From an optimization exercise on the open Yosys and OpenROAD flow, aimed at small area; shortcuts taken in it are not production practice.
The RTL was checked by simulation tests, not by an equivalence proof against the original design.
The flow treats the clock pin as an ideal source. Dropping or thinning the clock tree relies on that and would not hold on a real chip.

== P ==
Design Simon, start of the top module:
module Simon(
    output [3:0]    an,
    output [6:0]    seg,
    output [15:0]   led,
    input  [3:0]    sw,
    input           clk,
    input           btnR,      
    input           btnL,      
    input           btnC       
    );
For scale: roughly 320 cells after synthesis, ~0.0024 mm2 of cells after synthesis.
==> module Simon, before the edit <==
module Simon(
    output [3:0]    an,
    output [6:0]    seg,
    output [15:0]   led,
    input  [3:0]    sw,
    input           clk,
    input           btnR,      
    input           btnL,      
    input           btnC       
    );
localparam N = 11;      
localparam LW = N - 3;  
wire        rst = ~sw[3];
reg  [1:0]  state;
reg  [2:0]  round;
reg  [2:0]  count;
reg  [7:0]  ran_bits;    
reg  [7:0]  bits;        
reg  [N-1:0] A;
reg  [N-1:0] B;
reg         P1, P2;      
reg         R1, R2;      
reg         dl;          
reg         dlR;         
reg         dbL, dbR;    
reg         X;           
wire s0 = (state == 2'd0);
wire s1 = (state == 2'd1);
wire s2 = (state == 2'd2);
wire s3 = (state == 2'd3);
wire center_pressed = dl  & ~X;
wire left_pressed   = dl  & ~dbL;
wire right_pressed  = dlR & ~dbR;
wire [2:0] bidx = state[0] ? B[2:0] : count;
wire b          = bits[bidx];
wire wrong      = (right_pressed & ~b) | (left_pressed & b);
wire any        = right_pressed | left_pressed;
wire last       = (count == round);
wire [LW-1:0] lo = A[LW-1:0];
wire lo_zero = ~|lo;
wire lo_last = lo[LW-1] & ~|lo[LW-2:0];       
wire lo_fb;
generate
    if (LW == 8)      assign lo_fb = lo[7] ^ lo[5] ^ lo[4] ^ lo[3] ^ ~|lo[6:0];
    else if (LW == 3) assign lo_fb = lo[2] ^ lo[1] ^ ~|lo[1:0];
    else if (LW == 2) assign lo_fb = lo[1] ^ lo[0] ^ ~lo[0];
    else              assign lo_fb = ~lo[0];
endgenerate
wire [LW-1:0] lo_next;
generate
    if (LW > 1) assign lo_next = {lo[LW-2:0], lo_fb};
    else        assign lo_next = lo_fb;
endgenerate
wire [2:0] hi = A[N-1:N-3];
wire a_ones     = lo_last & (&hi);
wire a_zero     = lo_zero & ~|hi;
wire [3:0] top  = B[3:0];
wire flash_done = a_zero & (top == {1'b0, round} + 4'd1);
wire msg_blank  = a_ones & (&top[2:0]);
wire msg_end    = msg_blank & ~top[3];
reg  [1:0]  nstate;
always @* begin
    nstate = state;
    case (state)
        2'd0: if (center_pressed) nstate = 2'd1;
        2'd1: if (flash_done)     nstate = 2'd2;
        2'd2: if (wrong)          nstate = 2'd3;
              else if (any && last) nstate = (round == 3'd7) ? 2'd3 : 2'd1;
        default: if (msg_end)     nstate = 2'd0;
    endcase
end
wire trans = (nstate != state);
wire a_clr = ~state[0] & (P1 ^ P2);
wire b_clr = ~state[0] & (R1 ^ R2);
wire [2:0] hi_inc = hi + {2'd0, lo_last};
wire [2:0] hi_next = {hi_inc[2] | (hi[2] & ~state[0]), hi_inc[1:0]};
wire b_cin = ~state[0] | a_ones;
wire [N-1:0] b_inc = B + {{(N-1){1'b0}}, b_cin};
wire [N-1:0] b_next = {b_inc[N-1] | B[N-1], b_inc[N-2:0]};
wire a_almost = lo_last & hi[1] & hi[0];           
wire l_upd = A[N-1] | (trans & a_almost & ~(P1 ^ P2));
wire r_upd = B[N-1] | (trans & (&B[N-2:0]) & ~(R1 ^ R2));
always @(posedge clk) begin
    if (rst) begin
        state    <= 2'd0;
        round    <= 3'd0;
        count    <= 3'd0;
        ran_bits <= 8'd0;
        bits     <= 8'd0;
        A        <= {N{1'b0}};
        B        <= {N{1'b0}};
        P1       <= 1'b0;
        P2       <= 1'b0;
        R1       <= 1'b0;
        R2       <= 1'b0;
        dl       <= 1'b0;
        dlR      <= 1'b0;
        dbL      <= 1'b0;
        dbR      <= 1'b0;
        X        <= 1'b0;
    end else begin
        state    <= nstate;
        ran_bits <= ran_bits + 8'd1;
        if (s0 && !center_pressed)
            bits <= ran_bits;
        case (state)
            2'd0: begin round <= 3'd0; count <= 3'd0; end
            2'd1: count <= 3'd0;
            2'd2: if (!wrong && any) begin
                      if (!last)               count <= count + 3'd1;
                      else if (round != 3'd7)  round <= round + 3'd1;
                  end
            default: ;
        endcase
        if (trans) begin
            A <= {{(N-LW){~state[0]}}, ~state[0], {(LW-1){1'b0}}};
            B <= {{(N-4){1'b0}}, {4{~state[0]}}};
        end else begin
            A <= a_clr ? {N{1'b0}} : {hi_next, lo_next};
            B <= b_clr ? {N{1'b0}} : b_next;
        end
        P1  <= s0 ? btnC : (s2 & btnL);
        P2  <= ~state[0] & P1;
        R1  <= s2 & btnR;
        R2  <= s2 & R1;
        dl  <= s0 ? X : (s2 & dbL);
        dlR <= s2 & dbR;
        if (s2 && l_upd) dbL <= P2;
        if (s2 && r_upd) dbR <= R2;
        case (state)
            2'd0: if (A[N-1]) X <= P2;
            2'd1: ;
            2'd2: X <= ~wrong;
            default: if (msg_end) X <= 1'b0;
        endcase
    end
end
wire lit = s1 & ~top[3] & A[N-1];
wire fb  = b;
wire [1:0] led_flash = lit ? {~fb, fb} : 2'b00;
wire show = s3 & ~msg_blank;
reg  [3:0] an_d;
reg  [6:0] seg_d;
always @* begin
    case (A[N-2:N-3])
        2'b00: begin an_d = 4'b0111; seg_d = X ? 7'b0011001 : 7'b1000111; end
        2'b01: begin an_d = 4'b1011; seg_d = X ? 7'b0000110 : 7'b1000000; end
        2'b10: begin an_d = 4'b1101; seg_d = X ? 7'b0001000 : 7'b0010010; end
        default: begin an_d = 4'b1110; seg_d = X ? 7'b0001001 : 7'b0000110; end
    endcase
end
assign an  = show ? an_d  : 4'b1111;
assign seg = show ? seg_d : 7'b1111111;
assign led[15:8] = sw[0] ? bits : 8'd0;
assign led[7:6]  = sw[1] ? state : 2'd0;
assign led[5:4]  = led_flash;
assign led[3]    = 1'b0;
assign led[2:0]  = sw[2] ? round : count;
endmodule
==> flow/config.mk <==
export PLATFORM = sky130hd
export DESIGN_NAME = Simon
export DESIGN_NICKNAME = Simon
export VERILOG_FILES = /design/flow/design.v
export SDC_FILE = /design/flow/constraint.sdc
export NUM_CORES = 4
export LEC_CHECK = 0
export CAP_MARGIN = 20
export CORE_MARGIN = 2
export CORE_UTILIZATION = 40
export SLEW_MARGIN = 20
==> flow/constraint.sdc <==
create_clock -name core_clock -period 10.0 [get_ports {clk}]
set_input_delay 2.0000 -clock core_clock [delete_from_list [all_inputs] [get_ports {clk}]]
set_output_delay 2.0000 -clock core_clock [all_outputs]
set_load 0.01 [all_outputs]
standard.sh (not shown) runs the stock make flow with config.mk's settings and CLKGATE_MAP_FILE= SYNTH_SCRIPT=/design/flow/synth_recipe.tcl, a recipe that flattens the netlist after the stock synthesis.
==> flow/flow/run.sh <==
#!/bin/bash
# The standard layout with these changes:
#  - after the standard synthesis, the combinational logic between the
#    flip-flops is re-mapped for area with Yosys/ABC (deepsyn, dc2, dch, amap),
#    trying a few random seeds and keeping the smallest netlist that Yosys
#    proves equivalent to the standard one; the flip-flops are untouched
#    (remap.ys, remap_check.ys);
#  - port buffers use the smallest buffer cell (every port still gets one);
set -euo pipefail
W=$(pwd)
P=$FLOW_PLATFORM
PD=$FLOW_HOME/platforms/$P
LIB=$(ls $PD/lib/sky130_fd_sc_hd__tt_025C_1v80.lib)
YOSYS=$FLOW_HOME/../tools/install/yosys/bin/yosys
RES=$W/orfs/results/$P/Simon/base

export BUFFER_PORTS_ARGS="-buffer_cell sky130_fd_sc_hd__buf_1"
export CTS_ARGS="-sink_clustering_enable -repair_clock_nets -dont_use_dummy_load"
export POST_CTS_TCL="$W/flow/post_cts.tcl"

# 1. the standard synthesis
bash standard.sh synth > standard_synth.log 2>&1

# 2. re-map the combinational logic
D=$W/remap
mkdir -p $D
python3 $W/flow/split_lib.py $PD/config.mk $LIB $D > $D/split_lib.log 2>&1
cp $RES/1_2_yosys.v $D/1_2_yosys.standard.v
# candidate ABC scripts: deepsyn with a random seed, then dc2, dch and amap
abc_script() {
  local seed=$1 amap=$2
  printf 'strash\n&get -n\n&deepsyn -J 50 -T 60 -S %s\n&put\ndc2\ndch -f\namap -m %s\ntopo\n' "$seed" "$amap"
}
remap_one() {
  local id=$1 seed=$2 amap=$3
  abc_script $seed "$amap" > $D/abc_$id.script
  for f in remap remap_check; do
    sed -e "s#@DIR@#$D#g" -e "s#@FLOW@#$W/flow#g" -e "s#@TOP@#$FLOW_TOP#g" -e "s#@SEED@#$id#g" \
      $W/flow/$f.ys > $D/${f}_$id.ys
  done
  if $YOSYS -s $D/remap_$id.ys > $D/yosys_$id.log 2>&1 &&
     $YOSYS -s $D/remap_check_$id.ys > $D/yosys_check_$id.log 2>&1; then
    echo "$id $(grep 'Chip area' $D/yosys_$id.log | tail -1 | awk '{print $NF}')" > $D/area_$id.txt
  fi
}
A1="-Q 0.1 -F 20 -A 20 -C 5000"
A2="-Q 0 -F 40 -A 40 -C 10000"
# 12 candidates: seeds 0-5 with each of the two amap settings, 4 at a time
for batch in "0 1 2 3" "4 5 6 7" "8 9 10 11"; do
  for id in $batch; do
    if (( id < 6 )); then remap_one $id $id "$A1" & else remap_one $id $((id - 6)) "$A2" & fi
  done
  wait
done
# keep the smallest netlist that was proved equivalent (else the standard one)
cat $D/area_*.txt > $D/areas.log 2>/dev/null || true
best=$(sort -k2 -g $D/areas.log | head -1 | awk '{print $1}')
if [[ -n "$best" ]]; then
  echo "using seed $best" >> $D/areas.log
  cp $D/remap_$best.v $RES/1_2_yosys.v
fi

# 3. the rest of the standard layout, from the re-mapped netlist
bash standard.sh > standard_flow.log 2>&1
Other scripts of this flow, unchanged in this note and not shown: flow/flow/dff_model.v, flow/flow/post_cts.tcl, flow/flow/remap.ys, flow/flow/remap_check.ys, flow/flow/split_lib.py
## Diff of input files: Q against P
-- flow/design.v --
<<< P, line 16
reg  [2:0]  round;
reg  [2:0]  count;
reg  [7:0]  ran_bits;    
reg  [7:0]  bits;        
reg  [N-1:0] A;
reg  [N-1:0] B;
>>> Q, line 16
reg  [2:0]  round;
reg  [2:0]  count;
reg  [7:0]  ran_n;       
reg  [7:0]  bits_n;      
wire [7:0]  ran_bits = ~ran_n;
wire [7:0]  bits = ~bits_n;
reg  [N-1:0] A;
reg  [N-1:0] B;
<<< P, line 38
wire any        = right_pressed | left_pressed;
wire last       = (count == round);
wire [LW-1:0] lo = A[LW-1:0];
wire lo_zero = ~|lo;
wire lo_last = lo[LW-1] & ~|lo[LW-2:0];       
>>> Q, line 40
wire any        = right_pressed | left_pressed;
wire last       = (count == round);
localparam [LW-1:0] LMASK = {(LW+1)/2{2'b10}};
wire [LW-1:0] lo = A[LW-1:0] ^ LMASK;
wire lo_zero = ~|lo;
wire lo_last = lo[LW-1] & ~|lo[LW-2:0];       
<<< P, line 87
        round    <= 3'd0;
        count    <= 3'd0;
        ran_bits <= 8'd0;
        bits     <= 8'd0;
        A        <= {N{1'b0}};
        B        <= {N{1'b0}};
        P1       <= 1'b0;
>>> Q, line 90
        round    <= 3'd0;
        count    <= 3'd0;
        ran_n    <= 8'hff;
        bits_n   <= 8'hff;
        A        <= {{(N-LW){1'b0}}, LMASK};
        B        <= {N{1'b0}};
        P1       <= 1'b0;
<<< P, line 102
    end else begin
        state    <= nstate;
        ran_bits <= ran_bits + 8'd1;
        if (s0 && !center_pressed)
            bits <= ran_bits;
        case (state)
            2'd0: begin round <= 3'd0; count <= 3'd0; end
>>> Q, line 105
    end else begin
        state    <= nstate;
        ran_n    <= ran_n - 8'd1;
        if (s0 && !center_pressed)
            bits_n <= ran_n;
        case (state)
            2'd0: begin round <= 3'd0; count <= 3'd0; end
<<< P, line 115
        endcase
        if (trans) begin
            A <= {{(N-LW){~state[0]}}, ~state[0], {(LW-1){1'b0}}};
            B <= {{(N-4){1'b0}}, {4{~state[0]}}};
        end else begin
            A <= a_clr ? {N{1'b0}} : {hi_next, lo_next};
            B <= b_clr ? {N{1'b0}} : b_next;
        end
>>> Q, line 118
        endcase
        if (trans) begin
            A <= {{(N-LW){~state[0]}}, {~state[0], {(LW-1){1'b0}}} ^ LMASK};
            B <= {{(N-4){1'b0}}, {4{~state[0]}}};
        end else begin
            A <= a_clr ? {{(N-LW){1'b0}}, LMASK} : {hi_next, lo_next ^ LMASK};
            B <= b_clr ? {N{1'b0}} : b_next;
        end
Notes after the runs:
Worst setup path startpoint = A[4]: Q; worst setup path startpoint = state[0]: P. Worst max-slew margin expressed relative to the limit in Q is 23 points above P. Diff P..Q | required time reported for the critical path endpoint | negligible. Global-route wire length before repair in Q is 2.6% higher than in P. For Q, the cell kind with the greatest summed area was multi-input combinational cells, unlike P, where it was registers. Taking P as the reference, in Q path depth of the worst reg2reg path saw an increase, synthesized area saw little to no change. Q vs. P: global-route usage now sits higher; post-layout net count now sits lower; number of standard cells in the final layout excluding fillers now sits lower.

==> re-timing with driven ports <==
The results above use ideal ports. As a check the final layouts listed here were re-extracted and re-timed, cells and wires unchanged. Step 1: set_driving_cell puts a clkbuf_16 on clk and a buf_2 on each other input, an assumption about the parent block. Step 2 adds t to the input delays and takes it off the output delays; t is the mean of the earliest and latest rising clock arrival at the registers after step 1. Input paths then give back, and output paths get back, about the clock's delay inside the block. Three values: no drivers, after step 1, after step 2; two values: the first two.
run	shift t [ns]	setup slack, ns	worst setup path at the end	slew at the worst register clock pin (ns)	pins driven straight from the clock port
P	0.180	5.210 / 5.154 / 5.334	register to output	0.10 / 0.10	4
Q	0.185	4.919 / 4.864 / 5.017	register to register	0.11 / 0.11	4
After both steps every run listed still meets setup and hold.
